Background: an optimization exercise with open tools, aiming at small area. Do not read the settings as production practice. Where RTL was checked, it was by simulation tests only, not by an equivalence proof against the original. For runs 1 and 2, only the layout was checked, not whether the RTL still works. The clock port is modelled as an ideal driver; clocking choices that lean on that would not hold on a real chip. Power is estimated from default activity; no workload was simulated.

==> flow/run.sh <==
#!/bin/bash
# Own layout flow: the standard flow, with an area-oriented ABC mapping in
# synthesis, minimum-size port buffers and a lighter clock tree.
set -euo pipefail
W=$PWD
F=$W/flow

# Synthesis: the standard flow's own script, with ABC's mapping script replaced.
{
  echo "proc abc {args} {"
  echo "  set i [lsearch -exact \$args -script]"
  echo "  if {\$i >= 0} { set args [lreplace \$args [expr {\$i + 1}] [expr {\$i + 1}] $F/area.abc] }"
  echo "  yosys abc {*}\$args"
  echo "}"
  cat $W/synth_recipe.tcl
} > $W/own_synth.tcl

bash $W/standard.sh \
  SYNTH_SCRIPT=$W/own_synth.tcl ADDER_MAP_FILE= \
  BUFFER_PORTS_ARGS="-buffer_cell sky130_fd_sc_hd__buf_1" \
  CTS_ARGS="-sink_clustering_enable -repair_clock_nets -dont_use_dummy_load -sink_clustering_size 100 -sink_clustering_max_diameter 500 -buf_list sky130_fd_sc_hd__clkbuf_16" \
  finish > $W/flow_make.log 2>&1
==> design.v <==
`timescale 1ns/10ps
module ts_cnt(
  input i_clk, input i_rst,
  output en,         
  output en_tick,    
  output reg rf_debug
);
  localparam [9:0] S1000 = 10'b0101100100;
  localparam [9:0] S1001 = 10'b1011001000;
  reg [4:0] l;
  reg [9:0] u;
  assign en = &l;
  wire ld = en & ~i_rst;
  wire hd = ~en & ~i_rst;
  wire tk = (u == S1001);
  wire ldj = ld & ~tk;
  wire fb = ~(u[9] ^ u[6]);
  assign en_tick = en & tk;
  wire tick_rise = en & (u == S1000);
  always @(posedge i_clk) begin
    if (i_rst) l <= 5'd16;
    else l <= l + 5'd1;
  end
  always @(posedge i_clk) begin
    u[9:1] <= ({9{ldj}} & u[8:0]) | ({9{hd}} & u[9:1]);
    u[0] <= (ld & (fb | tk)) | (hd & u[0]);
  end
  always @(posedge i_clk) begin
    if (i_rst) rf_debug <= 1'b0;
    else if (tick_rise) rf_debug <= ~rf_debug;
  end
endmodule
module ts_deb(
  input i_clk, input i_rst, input en,
  input [4:0] b_in,
  output [4:0] pulse
);
  reg [4:0] s0, s1, s2, s3, bt, pv, rs;
  wire ld = en & ~i_rst;
  wire hd = ~en & ~i_rst;
  wire [4:0] ld5 = {5{ld}};
  wire [4:0] hd5 = {5{hd}};
  always @(posedge i_clk) begin
    s0 <= (ld5 & b_in) | (hd5 & s0);
    s1 <= (ld5 & s0) | (hd5 & s1);
    s2 <= (ld5 & s1) | (hd5 & s2);
    s3 <= (ld5 & s2) | (hd5 & s3);
    bt <= (ld5 & ((s3 & s2) | (bt & (s3 | s2)))) | (hd5 & bt);
    pv <= (ld5 & bt) | (hd5 & pv);
    rs <= (ld5 & bt & ~pv) | (hd5 & rs);
  end
  assign pulse = rs;
endmodule
module ts_ctl(
  input i_clk, input i_rst, input en,
  input sw9, input btnC, input btnL, input btnR, input zall,
  output reg [2:0] state, output reg rf_mode, output reg [1:0] ds
);
  localparam TIMER_SET         = 3'd0;
  localparam TIMER_RUN         = 3'd1;
  localparam TIMER_DONE        = 3'd2;
  localparam STOPWATCH_STOPPED = 3'd3;
  localparam STOPWATCH_RUNNING = 3'd4;
  localparam STOPWATCH_RESET   = 3'd5;
  reg [2:0] next_state;
  always @(*) begin
    case (state)
      TIMER_SET:         next_state = rf_mode ? STOPWATCH_STOPPED : btnC ? TIMER_RUN : TIMER_SET;
      TIMER_RUN:         next_state = rf_mode ? STOPWATCH_STOPPED : btnC ? TIMER_SET : zall ? TIMER_DONE : TIMER_RUN;
      TIMER_DONE:        next_state = rf_mode ? STOPWATCH_STOPPED : btnC ? TIMER_SET : TIMER_DONE;
      STOPWATCH_STOPPED: next_state = ~rf_mode ? TIMER_SET : btnC ? STOPWATCH_RUNNING : btnR ? STOPWATCH_RESET : STOPWATCH_STOPPED;
      STOPWATCH_RUNNING: next_state = ~rf_mode ? TIMER_SET : btnC ? STOPWATCH_STOPPED : btnR ? STOPWATCH_RESET : STOPWATCH_RUNNING;
      STOPWATCH_RESET:   next_state = ~rf_mode ? TIMER_SET : btnC ? STOPWATCH_RUNNING : STOPWATCH_RESET;
      default:           next_state = TIMER_SET;
    endcase
  end
  always @(posedge i_clk) begin
    if (i_rst) begin
      state <= TIMER_SET;
      rf_mode <= 1'b0;
      ds <= 2'd0;
    end else if (en) begin
      state <= next_state;
      rf_mode <= sw9;
      if (btnL) ds <= ds + 2'd1;
      else if (btnR) ds <= ds - 2'd1;
    end
  end
endmodule
module ts_dig(
  input i_clk, input i_rst, input en, input en_tick,
  input [2:0] state, input [1:0] ds, input btnU, input btnD,
  output reg [4:0] j0, output reg [2:0] j1, output reg [4:0] j2, output reg [4:0] j3,
  output zall
);
  wire z0 = ~j0[4] & ~j0[0];
  wire z1 = ~j1[2] & ~j1[0];
  wire z2 = ~j2[4] & ~j2[0];
  wire z3 = ~j3[4] & ~j3[0];
  wire m0 = j0[4] & ~j0[3];    
  wire m1 = j1[2] & ~j1[1];    
  wire m2 = j2[4] & ~j2[3];    
  assign zall = z0 & z1 & z2 & z3;
  wire st_set = (state == 3'd0);
  wire st_run = (state == 3'd1);
  wire st_swr = (state == 3'd4);
  wire st_rst = (state == 3'd5);
  wire [3:0] dsel = 4'b0001 << ds;
  wire [3:0] up, dn;
  assign up[0] = (st_set & btnU & dsel[0]) | (st_swr & en_tick);
  assign up[1] = (st_set & btnU & dsel[1]) | (st_swr & en_tick & m0);
  assign up[2] = (st_set & btnU & dsel[2]) | (st_swr & en_tick & m0 & m1);
  assign up[3] = (st_set & btnU & dsel[3]) | (st_swr & en_tick & m0 & m1 & m2);
  assign dn[0] = (st_set & btnD & dsel[0]) | (st_run & en_tick);
  assign dn[1] = (st_set & btnD & dsel[1]) | (st_run & en_tick & z0);
  assign dn[2] = (st_set & btnD & dsel[2]) | (st_run & en_tick & z0 & z1);
  assign dn[3] = (st_set & btnD & dsel[3]) | (st_run & en_tick & z0 & z1 & z2);
  wire nr = ~i_rst;
  wire clr = en & st_rst;
  wire [3:0] su = {4{en & nr}} & up;
  wire [3:0] sd = {4{en & nr}} & dn & ~up;
  wire [3:0] sh = {4{nr & ~clr}} & ~({4{en}} & (up | dn));
  always @(posedge i_clk) begin
    j0 <= ({5{su[0]}} & {j0[3:0], ~j0[4]}) | ({5{sd[0]}} & {~j0[0], j0[4:1]}) | ({5{sh[0]}} & j0);
    j1 <= ({3{su[1]}} & {j1[1:0], ~j1[2]}) | ({3{sd[1]}} & {~j1[0], j1[2:1]}) | ({3{sh[1]}} & j1);
    j2 <= ({5{su[2]}} & {j2[3:0], ~j2[4]}) | ({5{sd[2]}} & {~j2[0], j2[4:1]}) | ({5{sh[2]}} & j2);
    j3 <= ({5{su[3]}} & {j3[3:0], ~j3[4]}) | ({5{sd[3]}} & {~j3[0], j3[4:1]}) | ({5{sh[3]}} & j3);
  end
endmodule
module ts_blk(
  input i_clk, input i_rst, input en, input done,
  output reg blink
);
  localparam [8:0] B500 = 9'b001000011;
  reg [8:0] bc;
  wire ld = en & done & ~i_rst;
  wire hd = ~en & ~i_rst;
  wire term = (bc == B500);
  wire ldn = ld & ~term;
  wire fb = ~(bc[8] ^ bc[4]);
  always @(posedge i_clk) begin
    bc <= ({9{ldn}} & {bc[7:0], fb}) | ({9{hd}} & bc);
    blink <= (ld & (blink ^ term)) | (hd & blink);
  end
endmodule
module ts_disp(
  input i_clk, input i_rst, input en, input blink,
  input [4:0] j0, input [2:0] j1, input [4:0] j2, input [4:0] j3, input [1:0] ds,
  output [6:0] o_seg_l, output [3:0] o_an_l, output o_dp_l, output [3:0] dval
);
  reg [1:0] ph, an;
  always @(posedge i_clk) begin
    if (i_rst) begin
      ph <= 2'd0; an <= 2'd0;
    end else if (en) begin
      if (ph == 2'd3) begin
        ph <= 2'd1; an <= an + 2'd1;
      end else ph <= ph + 2'd1;
    end
  end
  wire [4:0] j1w = {j1[2] & ~j1[1], j1[2] & ~j1[0], j1[2], j1[1] | j1[2], j1[0] | j1[2]};
  reg [4:0] js, jv;
  always @(*) begin
    case (an)
      2'd0: js = j0;
      2'd1: js = j1w;
      2'd2: js = j2;
      default: js = j3;
    endcase
    case (ds)
      2'd0: jv = j0;
      2'd1: jv = j1w;
      2'd2: jv = j2;
      default: jv = j3;
    endcase
  end
  assign dval[0] = (~jv[3] & jv[4]) | (jv[0] & ~jv[1]) | (~jv[1] & jv[2]) | (jv[0] & jv[4]) | (jv[2] & ~jv[3]);
  assign dval[1] = (~jv[0] & jv[2]) | (jv[1] & ~jv[3]);
  assign dval[2] = jv[2] & jv[3];
  assign dval[3] = ~jv[2] & jv[4];
  wire [6:0] segl;
  assign segl[0] = (js[0] & ~js[1]) | (js[3] & ~js[4]);
  assign segl[1] = js[1] & js[4];
  assign segl[2] = js[1] & ~js[2];
  assign segl[3] = (js[0] & ~js[1]) | (~js[1] & js[2]) | (js[3] & ~js[4]);
  assign segl[4] = (~js[3] & js[4]) | (js[0] & ~js[1]) | (~js[1] & js[2]) | (js[0] & js[2]);
  assign segl[5] = (~js[1] & js[2]) | (js[0] & ~js[3]);
  assign segl[6] = (~js[1] & js[2]) | (~js[1] & ~js[4]);
  assign o_seg_l = segl | {7{blink}};
  assign o_an_l = ~(4'b0001 << an) | {4{blink}};
  assign o_dp_l = ~(an == 2'd2);
endmodule
module top(
  input             i_clk,    
  input             i_rst,    
  input             i_btnC,
  input             i_btnL,
  input             i_btnR,
  input             i_btnU,
  input             i_btnD,
  input [15:0]      i_sw,
  output [15:0]     o_led,
  output [6:0]      o_seg_l,
  output [3:0]      o_an_l,
  output            o_dp_l
);
  wire en, en_tick, rf_debug;
  ts_cnt u_cnt(.i_clk(i_clk), .i_rst(i_rst), .en(en), .en_tick(en_tick), .rf_debug(rf_debug));
  wire [4:0] p;
  ts_deb u_deb(.i_clk(i_clk), .i_rst(i_rst), .en(en),
    .b_in({i_btnD, i_btnU, i_btnR, i_btnL, i_btnC}), .pulse(p));
  wire [2:0] state;
  wire rf_mode;
  wire [1:0] ds;
  wire zall;
  ts_ctl u_ctl(.i_clk(i_clk), .i_rst(i_rst), .en(en), .sw9(i_sw[9]),
    .btnC(p[0]), .btnL(p[1]), .btnR(p[2]), .zall(zall),
    .state(state), .rf_mode(rf_mode), .ds(ds));
  wire [4:0] d0, d2, d3;
  wire [2:0] d1;
  ts_dig u_dig(.i_clk(i_clk), .i_rst(i_rst), .en(en), .en_tick(en_tick),
    .state(state), .ds(ds), .btnU(p[3]), .btnD(p[4]),
    .j0(d0), .j1(d1), .j2(d2), .j3(d3), .zall(zall));
  wire blink;
  ts_blk u_blk(.i_clk(i_clk), .i_rst(i_rst), .en(en), .done(state == 3'd2), .blink(blink));
  wire [3:0] dval;
  ts_disp u_disp(.i_clk(i_clk), .i_rst(i_rst), .en(en), .blink(blink),
    .j0(d0), .j1(d1), .j2(d2), .j3(d3), .ds(ds),
    .o_seg_l(o_seg_l), .o_an_l(o_an_l), .o_dp_l(o_dp_l), .dval(dval));
  assign o_led[0] = rf_debug;
  assign o_led[4:1] = 4'b0001 << ds;
  assign o_led[7:5] = state;
  assign o_led[8] = blink;
  assign o_led[9] = rf_mode;
  assign o_led[11:10] = 2'b00;
  assign o_led[15:12] = dval;
endmodule
==> standard.sh <==
#!/bin/bash
# synth_recipe.tcl (not shown) runs the flow's synth.tcl, then flattens the netlist and writes it again
# the make line also repeats each setting of config.mk as NAME=value (left out here)
make -C /OpenROAD-flow-scripts/flow DESIGN_CONFIG=/design/flow/config.mk WORK_HOME=/design/flow/orfs CLKGATE_MAP_FILE= SYNTH_SCRIPT=/design/flow/synth_recipe.tcl "${@:-finish}"
==> config.mk <==
export PLATFORM = sky130hd
export DESIGN_NAME = top
export DESIGN_NICKNAME = top
export VERILOG_FILES = /design/flow/design.v
export SDC_FILE = /design/flow/constraint.sdc
export NUM_CORES = 4
export LEC_CHECK = 0
export CAP_MARGIN = 20
export CORE_MARGIN = 2
export CORE_UTILIZATION = 40
export SLEW_MARGIN = 20
==> flow/area.abc <==
strash; ifraig; &get -n; &st; &dch -f; &nf -R 1000 -p; &put; strash; &get -n; &st; &dch -f; &nf -R 1000 -p; &put; topo
==> constraint.sdc <==
create_clock -name core_clock -period 10.0 [get_ports {i_clk}]
set_input_delay 2.0000 -clock core_clock [delete_from_list [all_inputs] [get_ports {i_clk}]]
set_output_delay 2.0000 -clock core_clock [all_outputs]
set_load 0.01 [all_outputs]
==> key figures, run 1 <==
GRT
  – GRT Residual Overflow: 0
  – Number of global-route vias before repair: a little under 3000
  – Initial antenna violation count: 0
  – GRT Total Usage: around 18%
  – First-pass GRT wire length: between 10000 and 15000 µm
  – Largest net degree at the start of global routing: 54

Min path
  – Hold_sp: u_deb.pv[3]$_DFF_P_
  – Cell depth of the worst hold path: 2
  – Hold crit path type: reg2reg
  – Sink of the worst hold path: u_deb.pv[3]$_DFF_P_

Timing
  – Final period util: 44.0%
  – Skew final: roughly 0.02 ns
  – Unrepaired setup endpoints after global routing: no
  – Final Setup Violations: 0
  – Worst hold slack: approximately 0.44 ns
  – Max_slew headroom: 30.0%
  – Fmax: 228 MHz
  – Worst-margin pin slew: about 1.0 ns
  – Setup_tns: 0 ns
  – Fin. max-slew vios: 0
  – Fin crit period: between 4 and 5 ns
  – Hold Fails Final Rpt: 0

Drt
  – Vias per inst: 5.72
  – Pre-antenna DRT Iters: 5
  – DRC viols: 0
  – Vias: 3292
  – DRT antenna net count: 0
  – DR iter-0 viols: 256
  – Routed Wire Length: 8580 µm
  – WL/cell: approximately 15 µm

Placed design
  – Cell Area, Placed: about 4000 µm²
  – IO buf count: 33
  – DP HPWL: 5840 µm
  – GPL Wtd Cong: 0.878

Logic synthesis
  – Syn Area/Cell: 8.85 µm²
  – Yosys cell types: 43
  – Synth area leader: dfxtp_1
  – Mapped Cells: 425
  – Area contributors post-synth: dfxtp_1 47%, a22o_1 10%, nand2_1 6.0%
  – Synth warn: 6
  – Synthesis-stage register bit count: 89
  – Yosys top cell area share: 47.4%
  – EDFF count, synth: 0
  – Sequential share of the synthesized area: a little under half
  – Post-synthesis instance area: 3760 µm²
  – Fraction of registers with async set/reset: 0%
  – Synth Flop Type: dfxtp_1

Worst setup path
  – R2R depth: 9
  – Worst path required time: 8.00 ns
  – Endpoint type of the worst setup path: output pin
  – Worst Path Class, Setup: reg2out
  – R2r setup slk: 7.25 ns
  – FF-to-FF Start: u_cnt.l[0]$_SDFF_PP0_
  – FF-to-FF End: u_dig.j3[1]$_DFF_P_
  – Crit path launch type: flip-flop
  – CP arrival: 2.40 ns
  – Worst-path fanout max: 10

Finish
  – ANT cells: 0
  – Filler cells: roughly 930
  – Final Cell Area: 4260 µm²
  – Nets: just under 500
  – Area added between synthesis and finish: 13.4%
  – Share of layout cells above drive strength 1: under 10%

Power and ir drop
  – Max IR drop VDD: approximately 95 µV
  – Power density cells: between 150 and 200 nW/µm²
  – Total power: 0.646 mW
  – Cell leakage power: 1.63 nW

Clock tree
  – Clock buffer depth: 2
  – TritonCTS Buffers: 9
  – CTS hold repair buffers: 0
  – Postcts setup bufs: 0
  – H-tree Lvls: 3
  – Clock Tree Root: clkbuf_16
  – CTS sink cnt: between 80 and 90
  – Cts repair resizes: 0
  – Reg clk slew, reported paths: 0.06 ns
  – Clock latency on the worst-skew pair: approximately 0.34 ns
  – TritonCTS clock tree: yes

Die
  – Die Width: 101 µm
  – Starting Density: 40.9%
  – Die area: 10200 µm²
  – CORE AREA: 9200 µm²
  – Die height: 101 µm
  – Standard-cell row count: 35
  – IO Pins: 51

Flow run
  – # Max-Cap Violations: 0

Outcome
  – Status: timing/DRC/antenna clean
[registers in the layout (all words and copies together) (netlist names)]
signal,count
u_blk.bc,9
u_blk.blink,1
u_cnt.l,5
u_cnt.rf_debug,1
u_cnt.u,10
u_ctl.ds,2
u_ctl.rf_mode,1
u_ctl.state,3
u_deb.bt,5
u_deb.pv,5
u_deb.rs,5
u_deb.s0,5
u_deb.s1,5
u_deb.s2,5
u_deb.s3,5
u_dig.j0,5
u_dig.j1,3
u_dig.j2,5
u_dig.j3,5
u_disp.an,2
u_disp.ph,2
[metrics by stage]
step	worst slack [ns]	utilization, %	cells
floorplan	5.92	-	426
global placement	6.01	43.6	566
detailed placement	5.97	43.6	566
CTS	5.62	46.1	575
global route	5.37	46.4	576
finish	5.60	46.4	576
[power breakdown]
| part | switching, mW | leakage, nW | internal [mW] | total [mW] |
|---|---|---|---|---|
| clock | 0.120 | 0.111 | 0.158 | 0.278 |
| sequential | 0.000806 | 0.717 | 0.356 | 0.356 |
| combinational | 0.00811 | 0.802 | 0.00359 | 0.0117 |
[cell families after synthesis]
logic type | synth area share (%)
simple gates | 23.2
flops | 47.4
compound gates | 25.8
other cells | 0.0997
xor+xnor | 1.63
buf+inv | 1.90
[layer usage]
metal / vias to the layer above / wire length [µm] / track usage, %
met2: 80 / 3690 / 26.8
li1: 1674 / - / -
met1: 1530 / 4330 / 25.4
met5: - / 0 / 0
met3: 8 / 458 / 4.65
met4: 0 / 93 / 4.37
[placed cells by master (no fill, tap or decap), types with 10 or more instances in the layout]
cell type  Yosys  routed
a21oi_1       10      10
a22o_1        43      43
a22oi_1       13      13
buf_1          0      33
dfxtp_1       89      89
nand2_1       60      60
nor2_1        41      39
nor3_1        23      23
o21ai_0       24      24
[worst max-delay path by stage]
| stage | start | endpoint | slack (ns) | cells past startpoint |
|---|---|---|---|---|
| 3_3_place_gp | u_disp.an[1]$_SDFFE_PP0P_ | o_seg_l[3] | 6.01 | 8 |
| 5_1_grt | u_ctl.ds[0]$_SDFFE_PP0P_ | o_led[12] | 5.37 | 8 |
| 2_1_floorplan | i_rst | u_blk.blink$_DFF_P_ | 5.92 | 3 |
| 6_report | u_disp.an[1]$_SDFFE_PP0P_ | o_seg_l[3] | 5.60 | 8 |
| 4_1_cts | u_disp.an[1]$_SDFFE_PP0P_ | o_seg_l[3] | 5.62 | 8 |
| 3_5_place_dp | u_disp.an[1]$_SDFFE_PP0P_ | o_seg_l[3] | 5.97 | 8 |
[final cells by class]
cell class,count,area [µm²],share of cell area (%)
Timing Repair Buffer,35,159,3.73
Inverter,9,33.8,0.792
Clock buffer,9,225,5.28
Sequential cell,89,1780,41.8
Tap cell,111,139,3.26
Multi-Input combinational cell,323,1930,45.2
[synth_stat cells, drive strengths merged (5+ instances only)]
cell type and number:
dfxtp 89, a31oi 7, a221o 6, a22o 43, nor3 23, nand3 9, o21ai 24, nor2 41
a22oi 13, and2 7, a222oi 5, a21oi 10, clkinv 9, nor4 5, buf 5, nor2b 9
nand2 60, nand2b 9
[critical path: stages (launching register included)]
cell and delay [ns]:
dfxtp_1 0.49, nor2b_1 0.50, a22oi_1 0.17, nand3_1 0.13, o21a_1 0.18, nor2_1 0.05
a211o_1 0.28, a21o_1 0.15, buf_1 0.12
==> run 2, diff against run 1 <==
--- a/flow/run.sh
+++ b/flow/run.sh
@@ -18,5 +18,5 @@
 bash $W/standard.sh \
   SYNTH_SCRIPT=$W/own_synth.tcl ADDER_MAP_FILE= \
   BUFFER_PORTS_ARGS="-buffer_cell sky130_fd_sc_hd__buf_1" \
-  CTS_ARGS="-sink_clustering_enable -repair_clock_nets -dont_use_dummy_load -sink_clustering_size 100 -sink_clustering_max_diameter 500 -buf_list sky130_fd_sc_hd__clkbuf_16" \
+  CTS_ARGS="-sink_clustering_enable -repair_clock_nets -dont_use_dummy_load -sink_clustering_size 30 -sink_clustering_max_diameter 100 -buf_list sky130_fd_sc_hd__clkbuf_8" \
   finish > $W/flow_make.log 2>&1
==> run 2 against run 1 <==
Against the previous run:
- still clean
- first-iteration DRC count grew 3.1%
- hold slack better by 0.0036 ns
- count of clock-buffer cells in the layout is the same
- register-to-register slack worse by 0.04 ns
- global-route usage decreased by 0.11 points
- cell area shrank 2.4%
- maximum frequency grew 0.43%
- synthesized area did not move
- sequential cell count stayed put
- sequential share of layout area up 1.0 points
- via count grew 0.76%
- core utilization down 1.1 points
- critical endpoint unchanged
- largest cell class unchanged
- largest power group unchanged
==> key figures, run 2 <==
Logic synthesis
  – Fraction of registers with async set/reset: 0% (unchanged)
  – Mapped Cells: 425 (unchanged)
  – Post-Synth XOR/XNOR Area: 1.63% (unchanged)
  – EDFF count, synth: 0 (unchanged)
  – Top-count cell post-synth: dfxtp_1
  – Top cells by count, synth: 89 x dfxtp_1, 60 x nand2_1, 43 x a22o_1
  – Synthesis-stage register bit count: 89 (unchanged)
  – Sequential share of the synthesized area: 47.4% (unchanged)
  – Synth Flop Type: dfxtp_1
  – Syn Area/Cell: 8.85 µm² (unchanged)
  – Post-Synth Adder-Cell Area: 0% (unchanged)
  – Main combinational cell family by area after synthesis: compound AO/OA/AOI/OAI gates
  – Post-synthesis instance area: 3760 µm² (unchanged)
  – Synth area leader: dfxtp_1
  – Synth warn: 6 (unchanged)
  – Yosys top cell area share: 47.4% (unchanged)
  – Multiplexer share of the synthesized area: 0% (unchanged)
  – Post-synthesis compound-gate area fraction: 25.8% (unchanged)
  – Synth Area in Simple Gates: 23.2% (unchanged)
  – Area contributors post-synth: dfxtp_1 47%, a22o_1 10%, nand2_1 6.0%
  – Yosys cell types: 43 (unchanged)

Clock tree
  – Clock Tree Root: clkbuf_8
  – TritonCTS Buffers: 9 (unchanged)
  – Postcts setup bufs: 0 (unchanged)
  – Reg clk slew, reported paths: 0.09 ns (+0.03 ns)
  – Cts repair resizes: 0 (unchanged)
  – CTS hold repair buffers: 0 (unchanged)
  – Clock buffer depth: 2 (unchanged)
  – H-tree Lvls: 3 (unchanged)
  – Clock latency on the worst-skew pair: 0.36 ns (+0.02 ns)
  – TritonCTS clock tree: yes
  – CTS sink cnt: 89 (unchanged)

Drt
  – Vias per inst: 5.76 (+0.76%)
  – DRC viols: 0 (unchanged)
  – WL/cell: 14.9 µm (+0.29%)
  – DR iter-0 viols: 264 (+3.1%)
  – Routed Wire Length: 8600 µm (+0.29%)
  – DRT antenna net count: 0 (unchanged)
  – Pre-antenna DRT Iters: 5 (unchanged)
  – Vias: 3317 (+0.76%)

Finish
  – Commonest non-fill, non-tap cell in the layout: dfxtp_1
  – Share of layout cells above drive strength 1: 2.80% (unchanged)
  – Non-Filler Instances: 576 (unchanged)
  – Top Registers: u_cnt.u x10, u_blk.bc x9
  – Largest register by flop count: u_cnt.u
  – Max FFs per register: 10 (unchanged)
  – Area added between synthesis and finish: 10.7%
  – Most frequent cells in the layout: 89 x dfxtp_1, 60 x nand2_1, 43 x a22o_1
  – Nets: 490 (unchanged)
  – Final Util: 45.3% (-1.1 points)
  – ANT cells: 0 (unchanged)

Die
  – Standard-cell row count: 35 (unchanged)
  – Die height: 101 µm (unchanged)
  – Die Width: 101 µm (unchanged)
  – Starting Density: 40.9% (unchanged)
  – CORE AREA: 9200 µm² (unchanged)
  – Die area: 10200 µm² (unchanged)
  – IO Pins: 51 (unchanged)

Power and ir drop
  – Clock share of power: 34.0% (-9.0 points)
  – Cell leakage power: 1.58 nW (-2.8%)
  – NetSw: 0.118 mW (-8.5%)
  – Max IR drop VDD: 80.3 µV (-16%)
  – Int Pwr: 0.440 mW (-15%)
  – Sequential power share: 63.9% (+8.7 points)
  – Comb pwr share: 2.1% (+0.3 points)
  – Sw Ratio: 21.2% (+1.2 points)
  – Power density cells: 134 nW/µm² (-12%)

Placed design
  – IO buf count: 33 (unchanged)
  – DP HPWL: 5840 µm (unchanged)
  – GPL Wtd Cong: 0.878 (unchanged)
  – Cell total after placement: 566 (unchanged)

Worst setup path
  – CP arrival: 2.38 ns (-0.02 ns)
  – Endpoint type of the worst setup path: output pin
  – R2r setup slk: 7.21 ns (-0.04 ns)
  – Worst path required time: 8.00 ns (about the same)
  – Worst-path fanout max: 10 (unchanged)
  – Crit path launch type: flip-flop
  – Worst Path Class, Setup: reg2out

Flow run
  – # Max-Cap Violations: 0 (unchanged)

Timing
  – Fin crit period: 4.38 ns (-0.0188 ns)
  – Final Setup Violations: 0 (unchanged)
  – Final period util: 43.8% (-0.19 points)
  – Hold Fails Final Rpt: 0 (unchanged)
  – Fin. max-slew vios: 0 (unchanged)
  – Skew final: 0.0320 ns (+0.0122 ns)
  – Setup_tns: 0 ns (unchanged)
  – Worst-margin pin slew: 1.05 ns (+0.00721 ns)
  – Fmax: 228 MHz (+0.43%)
  – Max_slew headroom: 29.5% (-0.48 points)
  – Worst hold slack: 0.439 ns (+0.00362 ns)
  – Unrepaired setup endpoints after global routing: no

GRT
  – Largest net degree at the start of global routing: 54 (unchanged)
  – Initial antenna violation count: 0 (unchanged)
  – First-pass GRT wire length: 14400 µm (about the same)
  – Number of global-route vias before repair: 2923 (+0.65%)
  – GRT Total Usage: 17.7% (-0.11 points)
  – GRT Residual Overflow: 0 (unchanged)

Outcome
  – Status: timing/DRC/antenna clean

Min path
  – Hold crit path type: reg2reg
==> run 2: cells by family after synthesis <==
logic type | count (synthesis)
and+or+nand+nor | 184
AOI/OAI and AO/OA | 130
DFF | 89
buffers and inverters | 14
xor gates and xnor gates | 7
other | 1
==> run 2: path summary, 6_finish.rpt <==
kind / start / end / cells past startpoint
worst max-delay path: u_disp.an[1]$_SDFFE_PP0P_ / o_seg_l[3] / 8
worst max register to register: u_cnt.l[0]$_SDFF_PP0_ / u_dig.j3[1]$_DFF_P_ / 9
worst min register to register: u_deb.pv[3]$_DFF_P_ / u_deb.pv[3]$_DFF_P_ / 2
worst min-delay path: u_deb.pv[3]$_DFF_P_ / u_deb.pv[3]$_DFF_P_ / 2
==> run 2: critical path, cell delays in order, from the launching register on <==
cell and delay (ns):
dfxtp_1 0.49, nor2b_1 0.48, a22oi_1 0.17, nand3_1 0.13
o21a_1 0.18, nor2_1 0.05, a211o_1 0.28, a21o_1 0.15
buf_1 0.12
==> run 2: power by group through the flow <==
| stage | logic [mW] | registers [mW] | clock network, mW |
|---|---|---|---|
| floorplan | 0.00600 | 0.364 | 0 |
| global placement | 0.0102 | 0.364 | 0 |
| detailed placement | 0.0104 | 0.364 | 0 |
| CTS | 0.0104 | 0.356 | 0.197 |
| global route | 0.0130 | 0.356 | 0.209 |
| finish | 0.0117 | 0.356 | 0.190 |
==> run 2: final cells by class <==
type	instances	area (µm²)
Clock buffer	9	124
Fill cell	946	5030
Inverter	9	33.8
Multi-Input combinational cell	323	1930
Sequential cell	89	1780
Tap cell	111	139
Timing Repair Buffer	35	159
==> run 2: stage by stage <==
step / power [mW] / setup WS, ns / cell area [µm²]
final: 0.558 / 5.62 / 4160
after detailed placement: 0.375 / 5.97 / 4010
after floorplan: 0.370 / 5.92 / 3760
after global routing: 0.578 / 5.34 / 4160
after CTS: 0.564 / 5.59 / 4140
after global placement: 0.374 / 6.01 / 4010
==> run 2: layer usage <==
| metal | routed length, µm | vias to the layer above | GRT usage (%) |
|---|---|---|---|
| li1 | - | 1669 | - |
| met1 | 4390 | 1537 | 25.4 |
| met2 | 3710 | 102 | 26.5 |
| met3 | 386 | 9 | 3.40 |
| met4 | 112 | 0 | 5.93 |
| met5 | 0 | - | 0 |
==> run 3, diff against run 2 <==
--- a/design.v
+++ b/design.v
@@ -56,32 +56,21 @@
   input sw9, input btnC, input btnL, input btnR, input zall,
   output reg [2:0] state, output reg rf_mode, output reg [1:0] ds
 );
-  localparam TIMER_SET         = 3'd0;
-  localparam TIMER_RUN         = 3'd1;
-  localparam TIMER_DONE        = 3'd2;
-  localparam STOPWATCH_STOPPED = 3'd3;
-  localparam STOPWATCH_RUNNING = 3'd4;
-  localparam STOPWATCH_RESET   = 3'd5;
-  reg [2:0] next_state;
-  always @(*) begin
-    case (state)
-      TIMER_SET:         next_state = rf_mode ? STOPWATCH_STOPPED : btnC ? TIMER_RUN : TIMER_SET;
-      TIMER_RUN:         next_state = rf_mode ? STOPWATCH_STOPPED : btnC ? TIMER_SET : zall ? TIMER_DONE : TIMER_RUN;
-      TIMER_DONE:        next_state = rf_mode ? STOPWATCH_STOPPED : btnC ? TIMER_SET : TIMER_DONE;
-      STOPWATCH_STOPPED: next_state = ~rf_mode ? TIMER_SET : btnC ? STOPWATCH_RUNNING : btnR ? STOPWATCH_RESET : STOPWATCH_STOPPED;
-      STOPWATCH_RUNNING: next_state = ~rf_mode ? TIMER_SET : btnC ? STOPWATCH_STOPPED : btnR ? STOPWATCH_RESET : STOPWATCH_RUNNING;
-      STOPWATCH_RESET:   next_state = ~rf_mode ? TIMER_SET : btnC ? STOPWATCH_RUNNING : STOPWATCH_RESET;
-      default:           next_state = TIMER_SET;
-    endcase
-  end
-  always @(posedge i_clk) begin
-    if (i_rst) begin
-      state <= TIMER_SET;
-      rf_mode <= 1'b0;
-      ds <= 2'd0;
-    end else if (en) begin
-      state <= next_state;
-      rf_mode <= sw9;
+  wire [2:0] st = state;
+  wire mode = rf_mode, C = btnC, R = btnR, Z = zall;
+  wire [2:0] ns;
+  assign ns[0] = (st[0] & ~st[1] & ~st[2] & ~C & ~Z) | (st[0] & mode & ~C) | (~st[0] & ~st[1] & ~st[2] & C) | (~st[1] & ~st[2] & mode) | (~st[0] & mode & C) | (~st[0] & ~st[2] & mode) | (~st[0] & mode & R);
+  assign ns[1] = (~st[0] & st[1] & ~C) | (~st[1] & ~st[2] & mode) | (st[0] & ~st[1] & ~st[2] & ~C & Z) | (~st[0] & mode & C) | (st[1] & mode & ~C & ~R);
+  assign ns[2] = (st[2] & mode & ~C) | (st[0] & st[1] & mode & C) | (st[0] & st[1] & mode & R) | (st[0] & st[2] & mode);
+  wire ld = en & ~i_rst;
+  wire hd = ~en & ~i_rst;
+  always @(posedge i_clk) begin
+    state <= ({3{ld}} & ns) | ({3{hd}} & state);
+    rf_mode <= (ld & sw9) | (hd & rf_mode);
+  end
+  always @(posedge i_clk) begin
+    if (i_rst) ds <= 2'd0;
+    else if (en) begin
       if (btnL) ds <= ds + 2'd1;
       else if (btnR) ds <= ds - 2'd1;
     end
==> run 3 against run 2 <==
Against the previous run:
- first-iteration DRC count decreased by 19%
- wire length is 4.9% lower
- combinational power decreased by 5%
- hold slack lost 0.0063 ns
- core utilization shrank 0.10 points
- maximum frequency fell by 2.2%
- sequential share of layout area is 0.51 points higher
- non-clock buffer count is 1 higher
- cell area decreased by 1.2%
- cell count down 0.35%
- largest cell class unchanged
- highest routed layer unchanged
==> key figures, run 3 <==
Power and ir drop
  – Sequential power share: 64.0% (about the same)
  – Clock share of power: 34.0% (about the same)
  – Int Pwr: 0.439 mW (about the same)
  – Power density cells: 135 nW/µm² (+0.98%)
  – Max IR drop VDD: 69.8 µV (-13%)
  – Sw Ratio: 21.0% (-0.12 points)
  – Comb pwr share: 2.0% (about the same)
  – NetSw: 0.117 mW (-0.75%)
  – Cell leakage power: 1.53 nW (-3.4%)

Logic synthesis
  – Synth warn: 6 (unchanged)
  – Synth area leader: dfxtp_1
  – Top cells by count, synth: 89 x dfxtp_1, 60 x nand2_1, 40 x a22o_1
  – Area contributors post-synth: dfxtp_1 48%, a22o_1 9.4%, nand2_1 6.1%
  – Post-synthesis instance area: 3710 µm² (-1.4%)
  – Yosys top cell area share: 48.0% (+0.66 points)
  – Synth Flop Type: dfxtp_1
  – Yosys cell types: 38 (-12%)
  – EDFF count, synth: 0 (unchanged)
  – Top-count cell post-synth: dfxtp_1
  – Synthesis-stage register bit count: 89 (unchanged)
  – Fraction of registers with async set/reset: 0% (unchanged)
  – Mapped Cells: 422 (-0.71%)
  – Syn Area/Cell: 8.79 µm² (-0.66%)
  – Sequential share of the synthesized area: 48.0% (+0.66 points)

Finish
  – Most frequent cells in the layout: 89 x dfxtp_1, 60 x nand2_1, 40 x a22o_1
  – Area taken by multi-input logic gates: 1850 µm² (-3.7%)
  – Area added between synthesis and finish: 10.9%
  – Final Cell Area: 4110 µm² (-1.2%)
  – Commonest non-fill, non-tap cell in the layout: dfxtp_1
  – Largest register by flop count: u_cnt.u
  – Reg area: 1780 µm² (unchanged)
  – Filler cells: 913 (-3.5%)
  – Top Registers: u_cnt.u x10, u_blk.bc x9
  – ANT cells: 0 (unchanged)
  – Share of layout cells above drive strength 1: 3.02% (+0.23 points)
  – Max FFs per register: 10 (unchanged)
  – Nets: 488 (-0.41%)

Timing
  – Hold Fails Final Rpt: 0 (unchanged)
  – Final period util: 44.7% (+0.98 points)
  – Unrepaired setup endpoints after global routing: no
  – Worst-margin pin slew: 0.824 ns (-0.231 ns)
  – Final Setup Violations: 0 (unchanged)
  – Skew final: 0.0150 ns (-0.0169 ns)
  – Fmax: 224 MHz (-2.2%)
  – Fin crit period: 4.47 ns (+0.0976 ns)
  – Max_slew headroom: 44.7% (+15 points)
  – Setup_tns: 0 ns (unchanged)
  – Fin. max-slew vios: 0 (unchanged)
  – Worst hold slack: 0.433 ns (-0.00633 ns)

Drt
  – WL/cell: 14.3 µm (-4.5%)
  – DR iter-0 viols: 213 (-19%)
  – Vias: 3241 (-2.3%)
  – DRC viols: 0 (unchanged)
  – DRT antenna net count: 0 (unchanged)
  – Pre-antenna DRT Iters: 5 (unchanged)
  – Vias per inst: 5.65 (-2.0%)
  – Routed Wire Length: 8180 µm (-4.9%)

Worst setup path
  – CP max stage cell: dfxtp_1
  – Worst-path fanout max: 10 (unchanged)
  – CP arrival: 2.47 ns (+0.09 ns)
  – CP most frequent cell: a21oi_1
  – WP buf/inv: 2 (+1)
  – Worst Path Class, Setup: reg2out
  – CP cell instances: nor2b_1 > a22oi_1 > a21oi_1 > clkinv_1 > a21oi_1 > o21ai_0 > a21o_1 > buf_1
  – Top delay family on crit path: compound AO/OA/AOI/OAI gates
  – Crit path launch type: flip-flop
  – Crit path largest cell delay: 0.52 ns (+0.03 ns)
  – Endpoint type of the worst setup path: output pin
  – Worst path required time: 8.00 ns (about the same)

GRT
  – GRT Total Usage: 17.2% (-0.48 points)
  – First-pass GRT wire length: 13800 µm (-4.4%)
  – GRT Residual Overflow: 0 (unchanged)
  – Initial antenna violation count: 0 (unchanged)
  – Largest net degree at the start of global routing: 56 (+3.7%)
  – Number of global-route vias before repair: 2937 (+0.48%)

Clock tree
  – CTS sink cnt: 89 (unchanged)
  – Clock latency on the worst-skew pair: 0.35 ns (about the same)
  – Postcts setup bufs: 0 (unchanged)
  – TritonCTS Buffers: 9 (unchanged)
  – Clock Tree Root: clkbuf_8
  – H-tree Lvls: 3 (unchanged)
  – Reg clk slew, reported paths: 0.07 ns (-0.02 ns)
  – TritonCTS clock tree: yes
  – CTS hold repair buffers: 0 (unchanged)
  – Clock buffer depth: 2 (unchanged)
  – Cts repair resizes: 0 (unchanged)

Min path
  – Hold crit path type: reg2reg

Placed design
  – GPL Wtd Cong: 0.856 (-2.5%)
  – Cell Area, Placed: 3960 µm² (-1.2%)
  – IO buf count: 33 (unchanged)
  – DP HPWL: 5630 µm (-3.6%)

Die
  – Standard-cell row count: 35 (unchanged)
  – IO Pins: 51 (unchanged)
  – CORE AREA: 9110 µm² (-0.95%)
  – Die Width: 100 µm (-0.65%)
  – Die area: 10100 µm² (-1.3%)
  – Starting Density: 40.7% (-0.17 points)
  – Die height: 100 µm (-0.65%)

Outcome
  – Status: timing/DRC/antenna clean

Flow run
  – # Max-Cap Violations: 0 (unchanged)
run 3: final timing paths:
kind / endpoint / slack, ns / from / cells after the start
worst max-delay path: o_seg_l[3] / 5.53 / u_disp.an[1]$_SDFFE_PP0P_ / 8
worst min-delay path: u_deb.pv[1]$_DFF_P_ / 0.43 / u_deb.pv[1]$_DFF_P_ / 2
worst min register to register: u_deb.pv[1]$_DFF_P_ / 0.43 / u_deb.pv[1]$_DFF_P_ / 2
worst max register to register: u_dig.j3[4]$_DFF_P_ / 7.17 / u_cnt.l[0]$_SDFF_PP0_ / 9
run 3: worst reg2reg max path: stages, from the launching register on:
cell      delay (ns)
dfxtp_1         0.39
and3_1          0.25
and3_1          0.38
nand2_1         0.19
nor4_1          0.51
nor2b_1         0.20
nor2_1          0.06
nor3b_1         0.51
clkinv_1        0.13
o21ai_0         0.15
run 3: layout make-up:
cell class / instances / share of cell area, %
flip-flops and latches: 89 / 43.3
clock buffers: 9 / 3.01
inverters: 13 / 1.19
repair buffers: 36 / 4.05
multi-input cells: 316 / 45.1
well taps: 111 / 3.38
run 3: cells by family (layout without fill, tap and decap cells):
group           count (synthesis)  after routing  synth area share (%)
compound gates                140            140                  26.6
xor+xnor                        7              7                  1.65
buf+inv                        18             58                  2.33
flops                          89             89                  48.0
mux                             1              1                 0.304
other cells                     1              2                 0.101
simple gates                  166            166                  21.0
run 3: metal layers:
layer	vias up	part of all wire, %	track usage (%)
li1	1648	-	-
met1	1499	49	22.4
met2	76	45	26.6
met3	18	3.7	3.55
met4	0	2.4	9.48
met5	-	0	0
run 3: power groups by stage:
stage / clock, mW / combinational [mW] / sequential [mW]
global route: 0.211 / 0.0122 / 0.356
finish: 0.189 / 0.0111 / 0.356
floorplan: 0 / 0.00597 / 0.364
CTS: 0.199 / 0.00986 / 0.356
detailed placement: 0 / 0.00980 / 0.364
global placement: 0 / 0.00975 / 0.364
run 3: stage by stage:
step                setup slack (ns)  total power, mW  std cells  util [%]
floorplan                       5.86            0.370        423         -
global placement                5.95            0.374        564      43.5
detailed placement              5.91            0.374        564      43.5
CTS                             5.52            0.565        573      44.9
global route                    5.35            0.579        574      45.2
finish                          5.53            0.556        574      45.2
==> run 4, diff against run 3 <==
--- a/flow/run.sh
+++ b/flow/run.sh
@@ -18,5 +18,6 @@
 bash $W/standard.sh \
   SYNTH_SCRIPT=$W/own_synth.tcl ADDER_MAP_FILE= \
   BUFFER_PORTS_ARGS="-buffer_cell sky130_fd_sc_hd__buf_1" \
-  CTS_ARGS="-sink_clustering_enable -repair_clock_nets -dont_use_dummy_load -sink_clustering_size 30 -sink_clustering_max_diameter 100 -buf_list sky130_fd_sc_hd__clkbuf_8" \
+  CTS_ARGS="-sink_clustering_enable -repair_clock_nets -dont_use_dummy_load -buf_list sky130_fd_sc_hd__clkbuf_4" \
+  POST_CTS_TCL=$F/post_cts.tcl \
   finish > $W/flow_make.log 2>&1
==> flow/post_cts.tcl (new file) <==
# Runs after clock tree synthesis (POST_CTS_TCL): the tree is built from small
# clock buffers; upsize each clock buffer whose loads see a slew above the
# target, then legalize the placement again.
set clk_slew_target 0.110
proc clk_upsize_pass {target} {
  estimate_parasitics -placement
  set changed 0
  foreach inst [get_cells clkbuf_*] {
    set worst 0
    set onet [get_nets -of_objects [get_pins -of_objects $inst -filter "direction==output"]]
    foreach p [get_pins -of_objects $onet -filter "direction==input"] {
      set s [get_property $p slew_max]
      if {$s > $worst} { set worst $s }
    }
    set m [get_property $inst ref_name]
    if {$worst > $target} {
      set nm [string map {clkbuf_2 clkbuf_4 clkbuf_4 clkbuf_8 clkbuf_8 clkbuf_16} $m]
      if {$nm ne $m} {
        replace_cell $inst $nm
        incr changed
        puts "post_cts: [get_full_name $inst] $m -> $nm (load slew $worst)"
      }
    }
  }
  return $changed
}
while {[clk_upsize_pass $clk_slew_target]} {}
detailed_placement
check_placement -verbose
estimate_parasitics -placement
--- a/config.mk
+++ b/config.mk
@@ -8,4 +8,5 @@
 export CAP_MARGIN = 20
 export CORE_MARGIN = 2
 export CORE_UTILIZATION = 40
+export GPL_TIMING_DRIVEN = 0
 export SLEW_MARGIN = 20
==> run 4 against run 3 <==
Against the previous run:
- largest cell class unchanged
- cell area rose by 0.61%
- total power grew 0.73%
- via count is 0.99% higher
- core utilization grew 0.27 points
- highest routed layer unchanged
- maximum frequency up 2.2%
- setup slack improved by 0.098 ns
- hold slack better by 0.0021 ns
- die area unchanged
- count of clock-buffer cells in the layout is the same
==> key figures, run 4 <==
Drt
  – Vias: 3273 (+0.99%)
  – Vias per inst: 5.67 (+0.46%)
  – DR iter-0 viols: 171 (-20%)
  – WL/cell: 14.4 µm (+0.87%)
  – Routed Wire Length: 8300 µm (+1.4%)
  – Pre-antenna DRT Iters: 5 (unchanged)
  – DRC viols: 0 (unchanged)
  – DRT antenna net count: 0 (unchanged)

Placed design
  – IO buf count: 33 (unchanged)
  – GPL Wtd Cong: 0.834 (-2.7%)
  – Cell total after placement: 568 (+0.71%)
  – DP HPWL: 5720 µm (+1.7%)

Worst setup path
  – Worst path required time: 8.00 ns (about the same)
  – R2r setup slk: 7.16 ns (about the same)
  – Worst-path fanout max: 10 (unchanged)
  – Endpoint type of the worst setup path: output pin
  – FF-to-FF Start: u_cnt.l[0]$_SDFF_PP0_
  – Worst Path Class, Setup: reg2out
  – Top delay family on crit path: compound AO/OA/AOI/OAI gates
  – CP most frequent cell: a21oi_1
  – WP buf/inv: 2 (unchanged)
  – Crit path launch type: flip-flop
  – Crit path launch: u_disp.an[1]$_SDFFE_PP0P_
  – CP cell instances: nor2b_1 > a22oi_1 > a21oi_1 > clkinv_1 > a21oi_1 > o21ai_0 > a21o_1 > buf_1
  – CP arrival: 2.38 ns (-0.09 ns)
  – Crit path largest cell delay: 0.51 ns (about the same)
  – CP max stage cell: dfxtp_1

Timing
  – Setup_tns: 0 ns (unchanged)
  – Hold Fails Final Rpt: 0 (unchanged)
  – Fmax: 229 MHz (+2.2%)
  – Fin. max-slew vios: 0 (unchanged)
  – Fin crit period: 4.38 ns (-0.0981 ns)
  – Unrepaired setup endpoints after global routing: no
  – Final period util: 43.8% (-0.98 points)
  – Skew final: 0.0167 ns (+0.00164 ns)
  – Final Setup Violations: 0 (unchanged)
  – Worst-margin pin slew: 1.06 ns (+0.232 ns)
  – Max_slew headroom: 29.6% (-15 points)

Finish
  – Commonest non-fill, non-tap cell in the layout: dfxtp_1
  – Area added between synthesis and finish: 11.6%
  – Non-Filler Instances: 577 (+0.52%)
  – Max FFs per register: 10 (unchanged)
  – Share of layout cells above drive strength 1: 3.65% (+0.62 points)
  – Most frequent cells in the layout: 89 x dfxtp_1, 60 x nand2_1, 40 x a22o_1
  – Top Registers: u_cnt.u x10, u_blk.bc x9
  – ANT cells: 0 (unchanged)
  – Largest register by flop count: u_cnt.u
  – Nets: 491 (+0.61%)

Logic synthesis
  – Yosys top cell area share: 48.0% (unchanged)
  – Syn Area/Cell: 8.79 µm² (unchanged)
  – Mapped Cells: 422 (unchanged)
  – Synthesis-stage register bit count: 89 (unchanged)
  – Top cells by count, synth: 89 x dfxtp_1, 60 x nand2_1, 40 x a22o_1
  – Post-synthesis instance area: 3710 µm² (unchanged)
  – Synth area leader: dfxtp_1
  – Synth Flop Type: dfxtp_1
  – Yosys cell types: 38 (unchanged)
  – Fraction of registers with async set/reset: 0% (unchanged)
  – Synth warn: 6 (unchanged)
  – EDFF count, synth: 0 (unchanged)
  – Area contributors post-synth: dfxtp_1 48%, a22o_1 9.4%, nand2_1 6.1%
  – Top-count cell post-synth: dfxtp_1
  – Sequential share of the synthesized area: 48.0% (unchanged)

Die
  – Die area: 10100 µm² (unchanged)
  – Die Width: 100 µm (unchanged)
  – CORE AREA: 9110 µm² (unchanged)
  – Starting Density: 40.7% (unchanged)
  – Standard-cell row count: 35 (unchanged)
  – Die height: 100 µm (unchanged)
  – IO Pins: 51 (unchanged)

Clock tree
  – CTS sink cnt: 89 (unchanged)
  – Clock latency on the worst-skew pair: 0.31 ns (-0.04 ns)
  – TritonCTS clock tree: yes
  – Reg clk slew, reported paths: 0.08 ns (about the same)

Power and ir drop
  – Sw Ratio: 20.7% (-0.30 points)
  – Sequential power share: 63.5% (-0.5 points)
  – Int Pwr: 0.444 mW (+1.1%)
  – Clock share of power: 34.5% (+0.5 points)
  – Power density cells: 135 nW/µm² (+0.12%)
  – Cell leakage power: 1.55 nW (+1.1%)
  – Comb pwr share: 2.0% (about the same)
  – Max IR drop VDD: 69.6 µV (-0.28%)
  – NetSw: 0.116 mW (-0.69%)

Min path
  – Hold crit path type: reg2reg
  – Hold_sp: u_deb.pv[3]$_DFF_P_

Outcome
  – Status: timing/DRC/antenna clean

GRT
  – Largest net degree at the start of global routing: 37 (-34%)
  – Initial antenna violation count: 0 (unchanged)
  – GRT Total Usage: 17.3% (+0.073 points)
  – M2 GR Usage: 26.5% (-0.15 points)
  – GRT Residual Overflow: 0 (unchanged)
  – Met1 usage: 23.7% (+1.3 points)
  – First-pass GRT wire length: 13900 µm (+1.3%)
  – GR Util met3: 3.48% (-0.070 points)
  – Number of global-route vias before repair: 2882 (-1.9%)
  – Grt peak-use layer: met2

Flow run
  – # Max-Cap Violations: 0 (unchanged)
==> run 4: cell count changes in the layout (fill, tap and decap cells not counted), sizes merged <==
cell,delta
buf,+3
==> run 4: kinds of logic after synthesis <==
group	synth area share, %
and+or+nand+nor	21.0
muxes	0.304
AOI/OAI and AO/OA	26.6
xor gates and xnor gates	1.65
buffers and inverters	2.33
DFF	48.0
other	0.101
==> run 4: path summary, 6_finish.rpt <==
check,cells past startpoint,to
worst max-delay path,8,o_seg_l[3]
worst max register to register,9,u_dig.j3[4]$_DFF_P_
worst min register to register,2,u_deb.pv[3]$_DFF_P_
worst min-delay path,2,u_deb.pv[3]$_DFF_P_
==> run 4: power by group through the flow <==
stage | sequential, mW | combinational, mW | clock (mW)
2_1_floorplan | 0.364 | 0.00597 | 0
3_3_place_gp | 0.364 | 0.00973 | 0
3_5_place_dp | 0.364 | 0.0112 | 0
5_1_grt | 0.356 | 0.0123 | 0.214
6_report | 0.356 | 0.0111 | 0.194
==> run 4: final cells by class <==
| type | count | area (µm²) |
|---|---|---|
| buffer | 5 | 37.5 |
| timing repair buffer | 34 | 144 |
| clock buffer | 9 | 129 |
| multi-input combinational | 316 | 1860 |
| inverter | 13 | 48.8 |
| sequential | 89 | 1780 |
| fill | 928 | 4970 |
| tap | 111 | 139 |
==> run 4: through the flow <==
step                      utilization (%)  hold WS (ns)  setup slack, ns  area [µm²]  total power, mW
after detailed placement             44.0         0.424             5.58        4010            0.375
after global placement               43.6         0.418             4.40        3980            0.374
after floorplan                         -         0.410             5.86        3710            0.370
final                                45.4         0.435             5.62        4140            0.560
after global routing                 45.4         0.457             5.38        4140            0.582
==> run 4: per-layer routing <==
layer | share of wire [%] | up-vias
met5 | 0 | -
met1 | 50 | 1515
met3 | 4.8 | 18
li1 | - | 1658
met4 | 2.3 | 0
met2 | 43 | 82
==> run 4: tightest hold or removal path, delay by kind of cell (launching register included) <==
family	cells	cell delay (ns)
simple gates	2	0.09
flops	1	0.31
==> run 5, diff against run 4 <==
==> flow/post_cts.tcl (replaced) <==
# Runs after clock tree synthesis (POST_CTS_TCL). The tree is built from
# clkbuf_4 cells; the root is set to clkbuf_8, and each leaf buffer whose
# flip-flops see a clock slew above the target is upsized. Then the placement
# is legalized again.
set clk_slew_target 0.120
proc clk_sink_slew {inst} {
  set worst 0
  set onet [get_nets -of_objects [get_pins -of_objects $inst -filter "direction==output"]]
  foreach p [get_pins -of_objects $onet -filter "direction==input"] {
    set s [get_property $p slew_max]
    if {$s > $worst} { set worst $s }
  }
  return $worst
}
set root [get_cells clkbuf_0_*]
if {[get_property $root ref_name] eq "sky130_fd_sc_hd__clkbuf_4"} {
  replace_cell $root sky130_fd_sc_hd__clkbuf_8
}
set changed 1
while {$changed} {
  set changed 0
  estimate_parasitics -placement
  foreach inst [get_cells clkbuf_*] {
    if {$inst == $root} continue
    set worst [clk_sink_slew $inst]
    set m [get_property $inst ref_name]
    if {$worst > $clk_slew_target} {
      set nm [string map {clkbuf_2 clkbuf_4 clkbuf_4 clkbuf_8 clkbuf_8 clkbuf_16} $m]
      if {$nm ne $m} {
        replace_cell $inst $nm
        set changed 1
        puts "post_cts: [get_full_name $inst] $m -> $nm (load slew $worst)"
      }
    }
  }
}
detailed_placement
check_placement -verbose
estimate_parasitics -placement
--- a/config.mk
+++ b/config.mk
@@ -8,5 +8,4 @@
 export CAP_MARGIN = 20
 export CORE_MARGIN = 2
 export CORE_UTILIZATION = 40
-export GPL_TIMING_DRIVEN = 0
 export SLEW_MARGIN = 20
==> run 5 against run 4 <==
Against the previous run:
- hold slack improved by 0.0027 ns
- maximum frequency is 2.4% lower
- sequential power barely moved
- cell area shrank 1.4%
- setup slack worse by 0.11 ns
- clock skew increased by 0.017 ns
- core utilization fell by 0.62 points
- non-clock buffer count down 3
==> key figures, run 5 <==
Worst setup path
  – FF-to-FF Start: u_cnt.l[0]$_SDFF_PP0_
  – Endpoint type of the worst setup path: output pin
  – Crit path launch: u_disp.an[1]$_SDFFE_PP0P_
  – Worst-path fanout max: 10 (unchanged)
  – Crit path launch type: flip-flop
  – CP arrival: 2.49 ns (+0.11 ns)
  – Worst path required time: 8.00 ns (about the same)
  – Worst Path Class, Setup: reg2out

GRT
  – Largest net degree at the start of global routing: 56 (+51%)
  – First-pass GRT wire length: 13700 µm (-1.4%)
  – GRT Residual Overflow: 0 (unchanged)
  – Initial antenna violation count: 0 (unchanged)
  – GRT Total Usage: 17.0% (-0.26 points)
  – Number of global-route vias before repair: 2918 (+1.2%)

Logic synthesis
  – Synthesis-stage register bit count: 89 (unchanged)
  – Synth area leader: dfxtp_1
  – Yosys top cell area share: 48.0% (unchanged)
  – Top-count cell post-synth: dfxtp_1
  – Syn Area/Cell: 8.79 µm² (unchanged)
  – Mapped Cells: 422 (unchanged)
  – Yosys cell types: 38 (unchanged)
  – Sequential share of the synthesized area: 48.0% (unchanged)
  – Synth warn: 6 (unchanged)
  – Synth Flop Type: dfxtp_1
  – Fraction of registers with async set/reset: 0% (unchanged)
  – EDFF count, synth: 0 (unchanged)
  – Top cells by count, synth: 89 x dfxtp_1, 60 x nand2_1, 40 x a22o_1
  – Area contributors post-synth: dfxtp_1 48%, a22o_1 9.4%, nand2_1 6.1%
  – Post-synthesis instance area: 3710 µm² (unchanged)

Drt
  – Vias: 3267 (-0.18%)
  – DR iter-0 viols: 232 (+36%)
  – Vias per inst: 5.69 (+0.34%)
  – WL/cell: 14.3 µm (-0.22%)
  – DRC viols: 0 (unchanged)
  – Pre-antenna DRT Iters: 5 (unchanged)
  – Routed Wire Length: 8240 µm (-0.74%)
  – DRT antenna net count: 0 (unchanged)

Die
  – IO Pins: 51 (unchanged)
  – Standard-cell row count: 35 (unchanged)
  – Die Width: 100 µm (unchanged)
  – CORE AREA: 9110 µm² (unchanged)
  – Starting Density: 40.7% (unchanged)
  – Die area: 10100 µm² (unchanged)
  – Die height: 100 µm (unchanged)

Finish
  – Filler cells: 918 (-1.1%)
  – Max FFs per register: 10 (unchanged)
  – Most frequent cells in the layout: 89 x dfxtp_1, 60 x nand2_1, 40 x a22o_1
  – Final Util: 44.8% (-0.62 points)
  – Commonest non-fill, non-tap cell in the layout: dfxtp_1
  – ANT cells: 0 (unchanged)
  – Largest register by flop count: u_cnt.u
  – Top Registers: u_cnt.u x10, u_blk.bc x9
  – Share of layout cells above drive strength 1: 3.02% (-0.62 points)
  – Nets: 488 (-0.61%)
  – Area added between synthesis and finish: 10.1%
  – Final Cell Area: 4080 µm² (-1.4%)

Timing
  – Hold Fails Final Rpt: 0 (unchanged)
  – Worst-margin pin slew: 0.840 ns (-0.215 ns)
  – Fmax: 223 MHz (-2.4%)
  – Fin crit period: 4.49 ns (+0.109 ns)
  – Skew final: 0.0341 ns (+0.0175 ns)
  – Unrepaired setup endpoints after global routing: no
  – Setup_tns: 0 ns (unchanged)
  – Final period util: 44.9% (+1.1 points)
  – Final Setup Violations: 0 (unchanged)
  – Max_slew headroom: 43.6% (+14 points)
  – Fin. max-slew vios: 0 (unchanged)

Placed design
  – DP HPWL: 5630 µm (-1.6%)
  – Cell Area, Placed: 3960 µm² (-1.2%)
  – IO buf count: 33 (unchanged)
  – GPL Wtd Cong: 0.856 (+2.7%)

Outcome
  – Status: timing/DRC/antenna clean

Clock tree
  – Reg clk slew, reported paths: 0.11 ns (+0.03 ns)
  – TritonCTS clock tree: yes
  – Clock latency on the worst-skew pair: 0.36 ns (+0.05 ns)
  – CTS sink cnt: 89 (unchanged)

Power and ir drop
  – Max IR drop VDD: 68.4 µV (-1.7%)
  – Power density cells: 130 nW/µm² (-4.0%)
  – Cell leakage power: 1.52 nW (-1.9%)

Flow run
  – # Max-Cap Violations: 0 (unchanged)

Min path
  – Hold_sp: u_deb.pv[1]$_DFF_P_
  – Hold crit path type: reg2reg
run 5: cell counts after synthesis:
Identical to the previous run, type by type.
run 5: metal layers:
layer / up-vias / wire (µm) / global-route usage (%)
li1: 1644 / - / -
met1: 1521 / 3980 / 22.3
met2: 91 / 3780 / 26.9
met3: 11 / 370 / 3.34
met4: 0 / 108 / 8.01
met5: - / 0 / 0
run 5: power breakdown:
part           switching (mW)  internal (mW)
combinational         0.00759        0.00354
clock                   0.104         0.0596
sequential           0.000813          0.355
run 5: path summary, 6_finish.rpt:
path,endpoint,slack [ns],cells after the start
hold / removal,u_deb.pv[1]$_DFF_P_,0.44,2
setup reg to reg,u_dig.j3[4]$_DFF_P_,7.13,9
setup / recovery,o_seg_l[3],5.51,8
hold reg to reg,u_deb.pv[1]$_DFF_P_,0.44,2
run 5: logic make-up after synthesis:
kind of cell,count (synthesis),share of synthesized area (%)
AOI/OAI and AO/OA,140,26.6
muxes,1,0.304
xor gates and xnor gates,7,1.65
buffers and inverters,18,2.33
other,1,0.101
DFF,89,48.0
and+or+nand+nor,166,21.0
run 5: critical path, cell delays in order (launching register included):
cell	delay (ns)
dfxtp_1	0.53
nor2b_1	0.45
a22oi_1	0.18
a21oi_1	0.23
clkinv_1	0.15
a21oi_1	0.17
o21ai_0	0.13
a21o_1	0.18
buf_1	0.12
run 5: final cells by class:
type,instances,area (µm²),area share (%)
clock buffer,9,92.6,2.27
sequential,89,1780,43.6
multi-input combinational,316,1850,45.4
timing repair buffer,36,166,4.08
tap,111,139,3.40
inverter,13,48.8,1.20
run 5: through the flow:
step                      setup slack, ns  total power, mW  hold slack (ns)  cells
after floorplan                      5.86            0.370            0.410    423
after global placement               5.95            0.374            0.417    564
after global routing                 5.32            0.554            0.462    574
after detailed placement             5.91            0.374            0.426    564
final                                5.51            0.531            0.438    574
==> run 6, diff against run 5 <==
--- a/config.mk
+++ b/config.mk
@@ -5,7 +5,7 @@
 export SDC_FILE = /design/flow/constraint.sdc
 export NUM_CORES = 4
 export LEC_CHECK = 0
-export CAP_MARGIN = 20
+export CAP_MARGIN = 0
 export CORE_MARGIN = 2
 export CORE_UTILIZATION = 40
-export SLEW_MARGIN = 20
+export SLEW_MARGIN = 0
==> run 6 against run 5 <==
Against the previous run:
- hold slack improved by 0.00098 ns
- maximum frequency down 0.46%
- wire length increased by 0.46%
- register-to-register slack about the same
- clock power hardly changed
- critical path depth unchanged
- sequential share of layout area rose by 0.30 points
- via count is 0.64% lower
- cell count shrank 0.17%
- sequential power about the same
- total power down 0.23%
- setup slack got worse by 0.021 ns
- critical path type unchanged
- largest cell class unchanged
- largest power group unchanged
==> key figures, run 6 <==
Outcome
  – Status: timing/DRC/antenna clean

Finish
  – Top Registers: u_cnt.u x10, u_blk.bc x9
  – Commonest non-fill, non-tap cell in the layout: dfxtp_1
  – Most frequent cells in the layout: 89 x dfxtp_1, 60 x nand2_1, 40 x a22o_1
  – Area added between synthesis and finish: 9.35%
  – Nets: 487 (-0.20%)
  – Filler cells: 922 (+0.44%)
  – Share of layout cells above drive strength 1: 2.81% (-0.21 points)
  – Max FFs per register: 10 (unchanged)
  – Largest register by flop count: u_cnt.u
  – ANT cells: 0 (unchanged)
  – Final Cell Area: 4060 µm² (-0.67%)

Logic synthesis
  – Main combinational cell family by area after synthesis: compound AO/OA/AOI/OAI gates
  – Multiplexer share of the synthesized area: 0.304% (unchanged)
  – Top cells by count, synth: 89 x dfxtp_1, 60 x nand2_1, 40 x a22o_1
  – Sequential share of the synthesized area: 48.0% (unchanged)
  – Synth warn: 6 (unchanged)
  – EDFF count, synth: 0 (unchanged)
  – Synth area leader: dfxtp_1
  – Top-count cell post-synth: dfxtp_1
  – Post-Synth Adder-Cell Area: 0% (unchanged)
  – Area contributors post-synth: dfxtp_1 48%, a22o_1 9.4%, nand2_1 6.1%
  – Synth Area in Simple Gates: 21.0% (unchanged)
  – Post-synthesis instance area: 3710 µm² (unchanged)
  – Synth Flop Type: dfxtp_1
  – Synthesis-stage register bit count: 89 (unchanged)
  – Yosys top cell area share: 48.0% (unchanged)
  – Yosys cell types: 38 (unchanged)
  – Fraction of registers with async set/reset: 0% (unchanged)
  – Mapped Cells: 422 (unchanged)
  – Syn Area/Cell: 8.79 µm² (unchanged)
  – Post-Synth XOR/XNOR Area: 1.65% (unchanged)
  – Post-synthesis compound-gate area fraction: 26.6% (unchanged)

Power and ir drop
  – Comb pwr share: 1.8% (-0.3 points)
  – Max IR drop VDD: 68.5 µV (about the same)
  – Int Pwr: 0.417 mW (-0.26%)
  – Sequential power share: 67.2% (+0.2 points)
  – Cell leakage power: 1.50 nW (-0.84%)
  – Clock share of power: 31.0% (about the same)
  – Sw Ratio: 21.2% (+0.027 points)
  – NetSw: 0.113 mW (-0.10%)
  – Power density cells: 131 nW/µm² (+0.45%)

Worst setup path
  – Endpoint type of the worst setup path: output pin
  – FF-to-FF End: u_dig.j3[4]$_DFF_P_
  – Worst path required time: 8.00 ns (about the same)
  – Worst Path Class, Setup: reg2out
  – Setup crit end: o_seg_l[3]
  – R2r setup slk: 7.14 ns (about the same)
  – R2R depth: 9 (unchanged)
  – Crit path launch: u_disp.an[1]$_SDFFE_PP0P_
  – Worst-path fanout max: 10 (unchanged)
  – CP arrival: 2.51 ns (+0.02 ns)
  – FF-to-FF Start: u_cnt.l[0]$_SDFF_PP0_
  – Crit path launch type: flip-flop

Timing
  – Fin. max-slew vios: 0 (unchanged)
  – Fmax: 222 MHz (-0.46%)
  – Setup_tns: 0 ns (unchanged)
  – Fin crit period: 4.51 ns (+0.0205 ns)
  – Max_slew headroom: 21.0% (-23 points)
  – Final Setup Violations: 0 (unchanged)
  – Final period util: 45.1% (+0.21 points)
  – Unrepaired setup endpoints after global routing: no
  – Worst hold slack: 0.439 ns (+0.000984 ns)
  – Hold Fails Final Rpt: 0 (unchanged)
  – Worst-margin pin slew: 1.18 ns (+0.342 ns)
  – Skew final: 0.0319 ns (-0.00225 ns)

GRT
  – Largest net degree at the start of global routing: 56 (unchanged)
  – GRT Residual Overflow: 0 (unchanged)
  – Initial antenna violation count: 0 (unchanged)
  – Number of global-route vias before repair: 2918 (unchanged)
  – First-pass GRT wire length: 13700 µm (unchanged)
  – GRT Total Usage: 17.0% (unchanged)

Drt
  – DR iter-0 viols: 218 (-6.0%)
  – Pre-antenna DRT Iters: 5 (unchanged)
  – Vias per inst: 5.66 (-0.47%)
  – Vias: 3246 (-0.64%)
  – DRC viols: 0 (unchanged)
  – DRT antenna net count: 0 (unchanged)
  – Routed Wire Length: 8270 µm (+0.46%)
  – WL/cell: 14.4 µm (+0.64%)

Flow run
  – # Max-Cap Violations: 0 (unchanged)

Clock tree
  – TritonCTS clock tree: yes
  – Clock latency on the worst-skew pair: 0.36 ns (about the same)
  – Reg clk slew, reported paths: 0.11 ns (about the same)
  – CTS sink cnt: 89 (unchanged)

Placed design
  – Cell Area, Placed: 3960 µm² (unchanged)
  – DP HPWL: 5630 µm (unchanged)
  – GPL Wtd Cong: 0.856 (unchanged)
  – IO buf count: 33 (unchanged)

Die
  – Starting Density: 40.7% (unchanged)
  – Standard-cell row count: 35 (unchanged)
  – Die area: 10100 µm² (unchanged)
  – Die height: 100 µm (unchanged)
  – Die Width: 100 µm (unchanged)
  – CORE AREA: 9110 µm² (unchanged)
  – IO Pins: 51 (unchanged)

Min path
  – Hold crit path type: reg2reg
[run 6: cell count changes in the layout (fill, tap and decap cells not counted)]
cell / change
buf_16: -1
[run 6: kinds of logic (layout without fill, tap and decap cells)]
group	count (synthesis)	count (layout)
AO/OA/AOI/OAI	140	140
buffers and inverters	18	57
XOR/XNOR	7	7
flip-flops	89	89
other	1	2
multiplexers	1	1
AND/OR/NAND/NOR	166	166
[run 6: power by group through the flow]
stage	registers, mW	clock network (mW)	logic [mW]
finish	0.356	0.164	0.00978
global route	0.356	0.185	0.0108
detailed placement	0.364	0	0.00980
global placement	0.364	0	0.00975
floorplan	0.364	0	0.00597
[run 6: critical path: stages, from the launching register on]
cell and delay [ns]:
dfxtp_1 0.53, nor2b_1 0.47, a22oi_1 0.18, a21oi_1 0.23
clkinv_1 0.15, a21oi_1 0.17, o21ai_0 0.13, a21o_1 0.18
buf_1 0.12
[run 6: stage by stage]
stage | power, mW | worst slack (ns) | instances | utilization (%)
floorplan | 0.370 | 5.86 | 423 | -
global placement | 0.374 | 5.95 | 564 | 43.5
detailed placement | 0.374 | 5.91 | 564 | 43.5
global route | 0.552 | 5.32 | 573 | 44.5
finish | 0.530 | 5.49 | 573 | 44.5
[run 6: area by class of cell]
class,count,area (µm²),share of cell area [%]
inverters,13,48.8,1.20
clock buffers,9,92.6,2.28
repair buffers,35,139,3.42
well taps,111,139,3.42
multi-input cells,316,1850,45.7
flip-flops and latches,89,1780,43.9
[run 6: worst min-delay path by stage]
stage / start / end / depth (start not counted)
global placement: u_deb.pv[3]$_DFF_P_ / u_deb.pv[3]$_DFF_P_ / 2
detailed placement: u_deb.pv[3]$_DFF_P_ / u_deb.pv[3]$_DFF_P_ / 2
finish: u_deb.pv[3]$_DFF_P_ / u_deb.pv[3]$_DFF_P_ / 2
floorplan: u_deb.pv[0]$_DFF_P_ / u_deb.pv[0]$_DFF_P_ / 2
global route: u_deb.pv[0]$_DFF_P_ / u_deb.pv[0]$_DFF_P_ / 2
[run 6: routing by layer]
metal | share of wire, % | up-vias | routed length (µm) | track usage, %
met4 | 1.6 | 0 | 133 | 8.01
met2 | 45 | 94 | 3750 | 26.9
met1 | 48 | 1497 | 4010 | 22.3
met3 | 4.6 | 13 | 383 | 3.34
li1 | - | 1642 | - | -
met5 | 0 | - | 0 | 0

-- what the ideal ports hide --
In the flow no input, the clock included, has a driving cell. The finished layouts below were timed again as built, in two steps. Step 1, drivers: a clkbuf_16 drives i_clk and a buf_2 each remaining input, both assumed. Step 2 times the ports against the registers' clock, not the clock port: input delays grow and output delays shrink by t, the midpoint of the rising clock arrivals with the driver on. Three values: no drivers, after step 1, after step 2; two values: the first two.
run | t (ns) | setup WS [ns] | worst setup path after step 2 | slew at the worst register clock pin (ns) | pins driven straight from the clock port
run 1 | 0.368 | 5.605 / 5.566 / 5.934 | register to output | 0.07 / 0.07 | 1
run 2 | 0.376 | 5.623 / 5.588 / 5.964 | register to output | 0.10 / 0.10 | 1
run 3 | 0.374 | 5.526 / 5.494 / 5.869 | register to output | 0.08 / 0.08 | 1
run 4 | 0.345 | 5.624 / 5.585 / 5.639 | input to register | 0.08 / 0.08 | 1
run 5 | 0.370 | 5.515 / 5.484 / 5.854 | register to output | 0.11 / 0.11 | 1
run 6 | 0.370 | 5.494 / 5.463 / 5.833 | register to output | 0.11 / 0.11 | 1
After both steps setup and hold are still met in every run listed.
